This is an optimization exercise on Yosys and OpenROAD, whose aim is small area, not a production implementation.
Only simulation tests tie the RTL to the original design; equivalence was not proved.

Setup of main:
==> flow/design.v (excerpt) <==
module Motor_Controller
#(
parameter
      CLK_FREQUENCY     = 8'd4,       
      PWM_PERIOD        = 16'd2016,   
      SPEED_CTRL_PERIOD = 16'd2       
)
(
    input in_rst_n,
    input in_clk,
    input in_module_en,
    input in_fwd_dir,
    input in_PID_passby,
    input in_phA,
    input in_phB,
    input [15:0] in_speed_set,
    output reg [15:0] out_cur_speed,
    input [15:0] in_kp_param,
    input [15:0] in_ki_param,
    input [15:0] in_pid_out_max,
    input [15:0] in_pid_out_min,
    input [31:0] in_pid_ui_limit,
    output reg out_reg_PWMdir,
    output out_w_PWM
);
For scale: ~1900 cells after synthesis.
clock: 10.0 ns
lec_check: 0
cap_margin: 0
core_margin: 2
core_utilization: 40
cts_buf_list: sky130_fd_sc_hd__clkbuf_4 sky130_fd_sc_hd__clkbuf_8
slew_margin: 0
synth_hierarchical: 1
standard.sh (not shown) runs the stock make flow with config.mk's settings and CLKGATE_MAP_FILE= SYNTH_SCRIPT=/design/flow/synth_recipe.tcl, a recipe that flattens the netlist after the stock synthesis.
==> flow/flow/run.sh <==
#!/bin/bash
# Own layout flow:
#  1. the standard synthesis (standard.sh synth);
#  2. flow/remap.py maps the combinational logic again with an area-oriented
#     ABC script (flip-flops, full/half adders and their names are kept);
#  3. flow/polopt.py removes inverters around full adders and picks gate
#     polarity twins;
#  4. the standard layout of that netlist, with the smallest port buffer.
set -euo pipefail
W=$(pwd)
R=$W/orfs/results/$FLOW_PLATFORM/Motor_Controller/base
LIB=$FLOW_HOME/platforms/$FLOW_PLATFORM/lib/sky130_fd_sc_hd__tt_025C_1v80.lib
YS=$(command -v yosys || echo $FLOW_HOME/../tools/install/yosys/bin/yosys)
bash standard.sh synth > $W/synth.log 2>&1
cp $R/1_2_yosys.v $W/1_2_yosys.std.v
python3 $W/flow/remap.py $YS $LIB $W/1_2_yosys.std.v $W/1_2_yosys.remap.v > $W/remap.log 2>&1
python3 $W/flow/polopt.py $W/1_2_yosys.remap.v $R/1_2_yosys.v $LIB > $W/polopt.log 2>&1
rm -f $R/1_synth.odb
bash standard.sh 'BUFFER_PORTS_ARGS=-buffer_cell sky130_fd_sc_hd__buf_1' finish > $W/layout.log 2>&1
==> flow/flow/remap.py <==
#!/usr/bin/env python3
"""Re-map the combinational logic of a mapped netlist with an area-oriented
ABC script. Flip-flops, full and half adders and tie cells stay as they are
(same instances and names); every other cell is read as its liberty function
and mapped again.

usage: remap.py yosys liberty in.v out.v"""
import sys, subprocess, os, re, tempfile
ys, lib, src, dst = sys.argv[1:5]
keep = set(re.findall(r'^\s*(sky130_fd_sc_hd__(?:fa|ha|df|edf|sdf|dl|conb)\w*)\s', open(src).read(), re.M))
libcells = re.findall(r'cell \("(sky130_fd_sc_hd__\w+)"\)', open(lib).read())
dont = ' '.join('-dont_use ' + c for c in libcells if 'lpflow' in c or 'probe' in c)
d = tempfile.mkdtemp(prefix='remap')
abc = os.path.join(d, 'area.abc')
open(abc, 'w').write('strash\ndc2\ndch -f\nmap -a\nmfs2\nstrash\ndch -f\nmap -a\ntopo\ndnsize\n')
script = os.path.join(d, 'remap.ys')
open(script, 'w').write('''read_liberty -ignore_miss_func %s
read_verilog %s
hierarchy -top Motor_Controller
setattr -mod -set keep_hierarchy 1 %s
flatten
opt_clean
abc -liberty %s %s -script %s Motor_Controller
opt_clean -purge
select Motor_Controller
write_verilog -noattr -noexpr -nohex -nodec -selected %s
''' % (lib, src, ' '.join(sorted(keep)), lib, dont, abc, dst))
r = subprocess.run([ys, '-q', '-l', dst + '.log', script], capture_output=True, text=True)
sys.exit(r.returncode)
Other scripts of this flow, unchanged in this note and not shown: flow/flow/polopt.py
main completed end to end with timing, DRC and antenna clean.
Changes in the feature branch relative to main:
--- a/flow/flow/remap.py
+++ b/flow/flow/remap.py
@@ -10,4 +10,2 @@
 keep = set(re.findall(r'^\s*(sky130_fd_sc_hd__(?:fa|ha|df|edf|sdf|dl|conb)\w*)\s', open(src).read(), re.M))
-libcells = re.findall(r'cell \("(sky130_fd_sc_hd__\w+)"\)', open(lib).read())
-dont = ' '.join('-dont_use ' + c for c in libcells if 'lpflow' in c or 'probe' in c)
 d = tempfile.mkdtemp(prefix='remap')
@@ -22,3 +20,3 @@
 opt_clean
-abc -liberty %s %s -script %s Motor_Controller
+abc -liberty %s -script %s Motor_Controller
 opt_clean -purge
@@ -26,3 +24,3 @@
 write_verilog -noattr -noexpr -nohex -nodec -selected %s
-''' % (lib, src, ' '.join(sorted(keep)), lib, dont, abc, dst))
+''' % (lib, src, ' '.join(sorted(keep)), lib, abc, dst))
 r = subprocess.run([ys, '-q', '-l', dst + '.log', script], capture_output=True, text=True)
--- a/flow/config.mk
+++ b/flow/config.mk
@@ -7,3 +7,3 @@
 export LEC_CHECK = 0
-export CAP_MARGIN = 0
+export CAP_MARGIN = 20
 export CORE_MARGIN = 2
@@ -11,3 +11,3 @@
 export CTS_BUF_LIST = sky130_fd_sc_hd__clkbuf_4 sky130_fd_sc_hd__clkbuf_8
-export SLEW_MARGIN = 0
+export SLEW_MARGIN = 20
 export SYNTH_HIERARCHICAL = 1
The final layout from the feature branch, which completed every stage, passed the timing, DRC and antenna checks at the end of the flow.
Compared to main, the router laid down less metal wire for the feature branch.
The worst-case clock skew on main is in line with that on the feature branch.
The feature branch vs. main: sequential share of layout area flat; minimum clock period flat; final worst-path cycle share flat.

========
Motor_Controller again, from the RTL that the note above started with.
Settings: LEC_CHECK=0, CAP_MARGIN=20, CORE_MARGIN=2, CORE_UTILIZATION=40, CTS_BUF_LIST=sky130_fd_sc_hd__clkbuf_4 sky130_fd_sc_hd__clkbuf_8, SLEW_MARGIN=20, SYNTH_HIERARCHICAL=1; clock period 10.0 ns.
==> flow/flow/remap.py <==
#!/usr/bin/env python3
"""Re-map the combinational logic of a mapped netlist with an area-oriented
ABC script. Flip-flops, full and half adders and tie cells stay as they are
(same instances and names); every other cell is read as its liberty function
and mapped again.

usage: remap.py yosys liberty in.v out.v"""
import sys, subprocess, os, re, tempfile
ys, lib, src, dst = sys.argv[1:5]
keep = set(re.findall(r'^\s*(sky130_fd_sc_hd__(?:fa|ha|df|edf|sdf|dl|conb)\w*)\s', open(src).read(), re.M))
libcells = re.findall(r'cell \("(sky130_fd_sc_hd__\w+)"\)', open(lib).read())
dont = ' '.join('-dont_use ' + c for c in libcells if 'lpflow' in c or 'probe' in c)
d = tempfile.mkdtemp(prefix='remap')
abc = os.path.join(d, 'area.abc')
open(abc, 'w').write('strash\ndc2\ndch -f\nmap -a\nmfs2\nstrash\ndch -f\nmap -a\ntopo\ndnsize\n')
script = os.path.join(d, 'remap.ys')
open(script, 'w').write('''read_liberty -ignore_miss_func %s
read_verilog %s
hierarchy -top Motor_Controller
setattr -mod -set keep_hierarchy 1 %s
flatten
opt_clean
abc -liberty %s %s -script %s Motor_Controller
opt_clean -purge
select Motor_Controller
write_verilog -noattr -noexpr -nohex -nodec -selected %s
''' % (lib, src, ' '.join(sorted(keep)), lib, dont, abc, dst))
r = subprocess.run([ys, '-q', '-l', dst + '.log', script], capture_output=True, text=True)
sys.exit(r.returncode)
Scripts as last shown in full above: flow/flow/run.sh
Other scripts of this flow, unchanged in this note and not shown: flow/flow/polopt.py
The baseline completed without violations.
Rerun with:
==> flow/flow/run.sh (replaced) <==
#!/bin/bash
# Own layout flow: the standard synthesis, then a signal-polarity clean-up of
# the mapped netlist (flow/polopt.py: removes inverters around full adders and
# picks inverted/non-inverted gate twins), then the standard layout of that
# netlist, with the smallest buffer on the ports.
set -euo pipefail
W=$(pwd)
R=$W/orfs/results/$FLOW_PLATFORM/Motor_Controller/base
LIB=$FLOW_HOME/platforms/$FLOW_PLATFORM/lib/sky130_fd_sc_hd__tt_025C_1v80.lib
bash standard.sh synth > $W/synth.log 2>&1
cp $R/1_2_yosys.v $W/1_2_yosys.std.v
python3 $W/flow/polopt.py $W/1_2_yosys.std.v $R/1_2_yosys.v $LIB > $W/polopt.log 2>&1
rm -f $R/1_synth.odb
bash standard.sh 'BUFFER_PORTS_ARGS=-buffer_cell sky130_fd_sc_hd__buf_1' finish > $W/layout.log 2>&1
removed: flow/flow/remap.py
Effect: The changed run produced a clean layout; wire length shrinks by a few percent; critical path depth went up by 2; global-route usage came out lower by 4.1 points; utilization shrinks by 1.4 points; via count came out lower by a few percent; non-clock buffer count came out higher by 6.

re-timing with driven ports:
In the flow no input, the clock included, has a driving cell. The finished layouts below were timed again as built, in two steps. Step 1, drivers: a clkbuf_16 drives in_clk and a buf_2 each remaining input, both assumed. Step 2 also shifts input and output timing later by t, the mid clock arrival at the registers, as if the neighbouring blocks saw the same clock. Slacks: ideal ports / drivers / drivers and shift; pairs: ideal ports / drivers.
run | shift t [ns] | setup WS [ns] | worst register clock-pin slew, ns
main | 0.508 | 0.444 / 0.444 / 0.060 | 0.09 / 0.09
the feature branch | 0.508 | 0.447 / 0.471 / -0.038 | 0.10 / 0.10
the first run of note 2 | 0.514 | 0.415 / 0.415 / 0.047 | 0.10 / 0.10
the second run of note 2 | 0.531 | 0.319 / 0.319 / -0.107 | 0.10 / 0.10
Met with ideal ports but missed after step 2: setup timing in the feature branch and the second run of note 2. The setup slack of the feature branch, which loses most, moves by +0.024 ns with the drivers and by -0.485 ns with both steps.
